What follows belongs to an exercise in optimizing a design on an open flow for small area and a short achievable clock period; a production flow would make more cautious choices.

v6:
==> flow/design.v <==
module barrel_shifter (
    input  logic        i_clk,
    input  logic        i_signed,
    input  logic        i_shift_left,
    input  logic [4:0]  i_shift_amt,
    input  logic [31:0] i_data,
    output logic [31:0] o_data
);
    logic left, s4, fill;
    assign left = i_shift_left;
    assign s4   = i_shift_amt[4];
    assign fill = i_signed & i_data[31];
    logic left_n, left_nc, s4_n, fill_n, lf_n, sr1_n, sl0_n, cm, ch;
    logic [1:0] sr0_n;    
    logic [1:0] sl1_n;    
    bs_inv   u_left_n (.a(left), .y(left_n));
    bs_inv   u_left_nc (.a(left), .y(left_nc));
    bs_inv   u_s4_n   (.a(s4), .y(s4_n));
    bs_nand2 u_sr0_n0 (.a(left_n), .b(s4_n), .y(sr0_n[0]));
    bs_nand2 u_sr0_n1 (.a(left_n), .b(s4_n), .y(sr0_n[1]));
    bs_nand2 u_sr1_n  (.a(left_n), .b(s4), .y(sr1_n));
    bs_nand2 u_sl0_n  (.a(left), .b(s4), .y(sl0_n));
    bs_nand2 u_sl1_n0 (.a(left), .b(s4_n), .y(sl1_n[0]));
    bs_nand2 u_sl1_n1 (.a(left), .b(s4_n), .y(sl1_n[1]));
    bs_nand2 u_fill_n (.a(i_signed), .b(i_data[31]), .y(fill_n));
    bs_nand3 u_lf_n   (.a(left_n), .b(i_signed), .c(i_data[31]), .y(lf_n));
    bs_nand2 u_cm     (.a(s4), .b(lf_n), .y(cm));
    bs_nand2 u_ch     (.a(left_n), .b(fill_n), .y(ch));
    logic [3:0] ax, ax_n, a, a_n;
    for (genvar t = 0; t < 4; t++) begin : g_sel
        bs_xor2  u_x  (.a(i_shift_amt[t]), .b(left), .y(ax[t]));
        bs_inv   u_xn (.a(ax[t]), .y(ax_n[t]));
        bs_inv   u_a  (.a(ax_n[t]), .y(a[t]));
        bs_inv   u_an (.a(ax[t]),   .y(a_n[t]));
    end
    logic [46:0] v16_n;
    logic [38:0] v8;
    logic [34:0] v4_n;
    logic [32:0] v2;
    logic [31:0] res_n;
    logic [31:0] q_n;
    for (genvar i = 0; i < 15; i++) begin : g_s16_lo
        bs_oai221 u (.a(i_data[i]), .sa_n(sr0_n[0]), .b(i_data[i+16]), .sb_n(sr1_n), .c(left_nc),
                     .y(v16_n[i]));
    end
    assign v16_n[15] = ~((i_data[15] & ~left & ~s4) | (i_data[31] & ~left & s4) | (i_data[0] & left & ~s4));
    for (genvar i = 16; i < 31; i++) begin : g_s16_mid
        bs_oai221 u (.a(i_data[i]), .sa_n(sr0_n[1]), .b(i_data[i-15]), .sb_n(sl1_n[0]),
                     .c(cm), .y(v16_n[i]));
    end
    assign v16_n[31] = ~((i_data[31] & ~left & ~s4) | (fill & ~left & s4) | (i_data[0] & left & s4)
                         | (i_data[16] & left & ~s4));
    for (genvar i = 32; i < 47; i++) begin : g_s16_hi
        bs_oai221 u (.a(i_data[i-31]), .sa_n(sl0_n), .b(i_data[i-15]), .sb_n(sl1_n[1]),
                     .c(ch), .y(v16_n[i]));
    end
    for (genvar i = 0; i < 39; i++) begin : g_s8
        bs_mux_n u (.a(v16_n[i]), .sa_n(a[3]), .b(v16_n[i+8]), .sb_n(a_n[3]), .y(v8[i]));
    end
    for (genvar i = 0; i < 35; i++) begin : g_s4
        bs_mux_n u (.a(v8[i]), .sa_n(a[2]), .b(v8[i+4]), .sb_n(a_n[2]), .y(v4_n[i]));
    end
    for (genvar i = 0; i < 33; i++) begin : g_s2
        bs_mux_n u (.a(v4_n[i]), .sa_n(a[1]), .b(v4_n[i+2]), .sb_n(a_n[1]), .y(v2[i]));
    end
    for (genvar i = 0; i < 32; i++) begin : g_s1
        bs_mux_n u (.a(v2[i]), .sa_n(a[0]), .b(v2[i+1]), .sb_n(a_n[0]), .y(res_n[i]));
    end
    always_ff @(posedge i_clk) q_n <= res_n;
    assign o_data = ~q_n;
endmodule
module bs_mux_n (input logic a, sa_n, b, sb_n, output logic y);
    assign y = ~((a | sa_n) & (b | sb_n));
endmodule
module bs_oai221 (input logic a, sa_n, b, sb_n, c, output logic y);
    assign y = ~((a | sa_n) & (b | sb_n) & c);
endmodule
module bs_inv (input logic a, output logic y);
    assign y = ~a;
endmodule
module bs_nand2 (input logic a, b, output logic y);
    assign y = ~(a & b);
endmodule
module bs_nand3 (input logic a, b, c, output logic y);
    assign y = ~(a & b & c);
endmodule
module bs_xor2 (input logic a, b, output logic y);
    assign y = a ^ b;
endmodule
==> flow/config.mk <==
export PLATFORM = sky130hd
export DESIGN_NAME = barrel_shifter
export DESIGN_NICKNAME = barrel_shifter
export VERILOG_FILES = /design/flow/design.v
export SDC_FILE = /design/flow/constraint.sdc
export NUM_CORES = 4
export LEC_CHECK = 0
export CAP_MARGIN = 20
export CORE_MARGIN = 2
export CORE_UTILIZATION = 50
export GPL_TIMING_DRIVEN = 0
export PLACE_DENSITY = 0.8
export SLEW_MARGIN = 20
export SYNTH_HIERARCHICAL = 1
export SYNTH_MINIMUM_KEEP_SIZE = 0
==> flow/constraint.sdc <==
create_clock -name core_clock -period 3.5 [get_ports {i_clk}]
set_input_delay 0.7000 -clock core_clock [delete_from_list [all_inputs] [get_ports {i_clk}]]
set_output_delay 0.7000 -clock core_clock [all_outputs]
set_load 0.01 [all_outputs]
standard.sh (not shown) runs the stock make flow with config.mk's settings and CLKGATE_MAP_FILE= SYNTH_SCRIPT=/design/flow/synth_recipe.tcl, a recipe that flattens the netlist after the stock synthesis.
==> flow/flow/run.sh <==
#!/bin/bash
set -e
here=$(pwd)
export BUFFER_PORTS_ARGS="-buffer_cell sky130_fd_sc_hd__buf_1"
export POST_FLOORPLAN_TCL="$here/flow/post_floorplan.tcl"
export PRE_RESIZE_TCL="$here/flow/pre_resize.tcl"
bash standard.sh > standard.log 2>&1
Other scripts of this flow, unchanged in this note and not shown: flow/flow/post_floorplan.tcl, flow/flow/pre_resize.tcl, flow/flow/sizing.tcl
Inputs modified between v6 and v7:
--- a/flow/design.v
+++ b/flow/design.v
@@ -7,17 +7,16 @@
     output logic [31:0] o_data
 );
     logic left, s4, fill;
     assign left = i_shift_left;
     assign s4   = i_shift_amt[4];
     assign fill = i_signed & i_data[31];
-    logic left_n, left_nc, s4_n, fill_n, lf_n, sr1_n, sl0_n, cm, ch;
+    logic left_n, s4_n, fill_n, lf_n, sr1_n, sl0_n, cm, ch;
     logic [1:0] sr0_n;    
     logic [1:0] sl1_n;    
     bs_inv   u_left_n (.a(left), .y(left_n));
-    bs_inv   u_left_nc (.a(left), .y(left_nc));
     bs_inv   u_s4_n   (.a(s4), .y(s4_n));
     bs_nand2 u_sr0_n0 (.a(left_n), .b(s4_n), .y(sr0_n[0]));
     bs_nand2 u_sr0_n1 (.a(left_n), .b(s4_n), .y(sr0_n[1]));
     bs_nand2 u_sr1_n  (.a(left_n), .b(s4), .y(sr1_n));
     bs_nand2 u_sl0_n  (.a(left), .b(s4), .y(sl0_n));
     bs_nand2 u_sl1_n0 (.a(left), .b(s4_n), .y(sl1_n[0]));
@@ -26,24 +25,24 @@
     bs_nand3 u_lf_n   (.a(left_n), .b(i_signed), .c(i_data[31]), .y(lf_n));
     bs_nand2 u_cm     (.a(s4), .b(lf_n), .y(cm));
     bs_nand2 u_ch     (.a(left_n), .b(fill_n), .y(ch));
     logic [3:0] ax, ax_n, a, a_n;
     for (genvar t = 0; t < 4; t++) begin : g_sel
         bs_xor2  u_x  (.a(i_shift_amt[t]), .b(left), .y(ax[t]));
-        bs_inv   u_xn (.a(ax[t]), .y(ax_n[t]));
+        bs_xnor2 u_xn (.a(i_shift_amt[t]), .b(left), .y(ax_n[t]));
         bs_inv   u_a  (.a(ax_n[t]), .y(a[t]));
         bs_inv   u_an (.a(ax[t]),   .y(a_n[t]));
     end
     logic [46:0] v16_n;
     logic [38:0] v8;
     logic [34:0] v4_n;
     logic [32:0] v2;
     logic [31:0] res_n;
     logic [31:0] q_n;
     for (genvar i = 0; i < 15; i++) begin : g_s16_lo
-        bs_oai221 u (.a(i_data[i]), .sa_n(sr0_n[0]), .b(i_data[i+16]), .sb_n(sr1_n), .c(left_nc),
+        bs_oai221 u (.a(i_data[i]), .sa_n(sr0_n[0]), .b(i_data[i+16]), .sb_n(sr1_n), .c(left_n),
                      .y(v16_n[i]));
     end
     assign v16_n[15] = ~((i_data[15] & ~left & ~s4) | (i_data[31] & ~left & s4) | (i_data[0] & left & ~s4));
     for (genvar i = 16; i < 31; i++) begin : g_s16_mid
         bs_oai221 u (.a(i_data[i]), .sa_n(sr0_n[1]), .b(i_data[i-15]), .sb_n(sl1_n[0]),
                      .c(cm), .y(v16_n[i]));
@@ -84,6 +83,9 @@
 module bs_nand3 (input logic a, b, c, output logic y);
     assign y = ~(a & b & c);
 endmodule
 module bs_xor2 (input logic a, b, output logic y);
     assign y = a ^ b;
 endmodule
+module bs_xnor2 (input logic a, b, output logic y);
+    assign y = ~(a ^ b);
+endmodule
[summary]
Final critical-path setup slack in v7 vs v6: down 0.046 ns
In the floorplan summary, v7 is listed with a die area greater than that of v6.
When the final numbers for v6 and v7 were put side by side, the sequential portion of the cell area turned out to be greater in v6.
v6 and v7 ended up with nearly the same clock tree buffer count of the final layout.
Length of routed wiring on met1 ends up higher on v6.
v7 vs v6, capturing instance or port of the critical path: q_n[19] vs q_n[5]
Going from v6 to v7, the layout-stage area growth over the synthesis result was found to have gone up by 1.3 points.
Re overall fraction of global-route tracks in use: v6 was higher than v7.
Delay contributed by the slowest stage of the critical path sits higher in v7 than in v6.
On v7: share of cells above drive strength 1 is 0.25 points lower than what v6 gave.
Cmp v6 and v7 / post-synthesis share of cell area spent on xor and xnor gates / higher: v7
No run of this note included a check of the RTL's function; only the layout flow was run.

what the ideal ports hide:
No port has a modelled driver above. Below, the same layouts with a new extraction and two added sets of constraints. Step 1, drivers: a clkbuf_16 drives i_clk and a buf_2 each remaining input, both assumed. Step 2 also shifts input and output timing later by t, the mid clock arrival at the registers, as if the neighbouring blocks saw the same clock. Three values: ideal, step 1, step 2; two values: the first two.
run | t, ns | slack for setup (ns) | pins driven straight from the clock port
v6 | 0.305 | 1.277 / 1.284 / 0.978 | 1
v7 | 0.315 | 1.231 / 1.230 / 0.915 | 1
After both steps every run listed still meets setup and hold. The setup slack of v7, which loses most, moves by -0.001 ns with the drivers and by -0.316 ns with both steps.
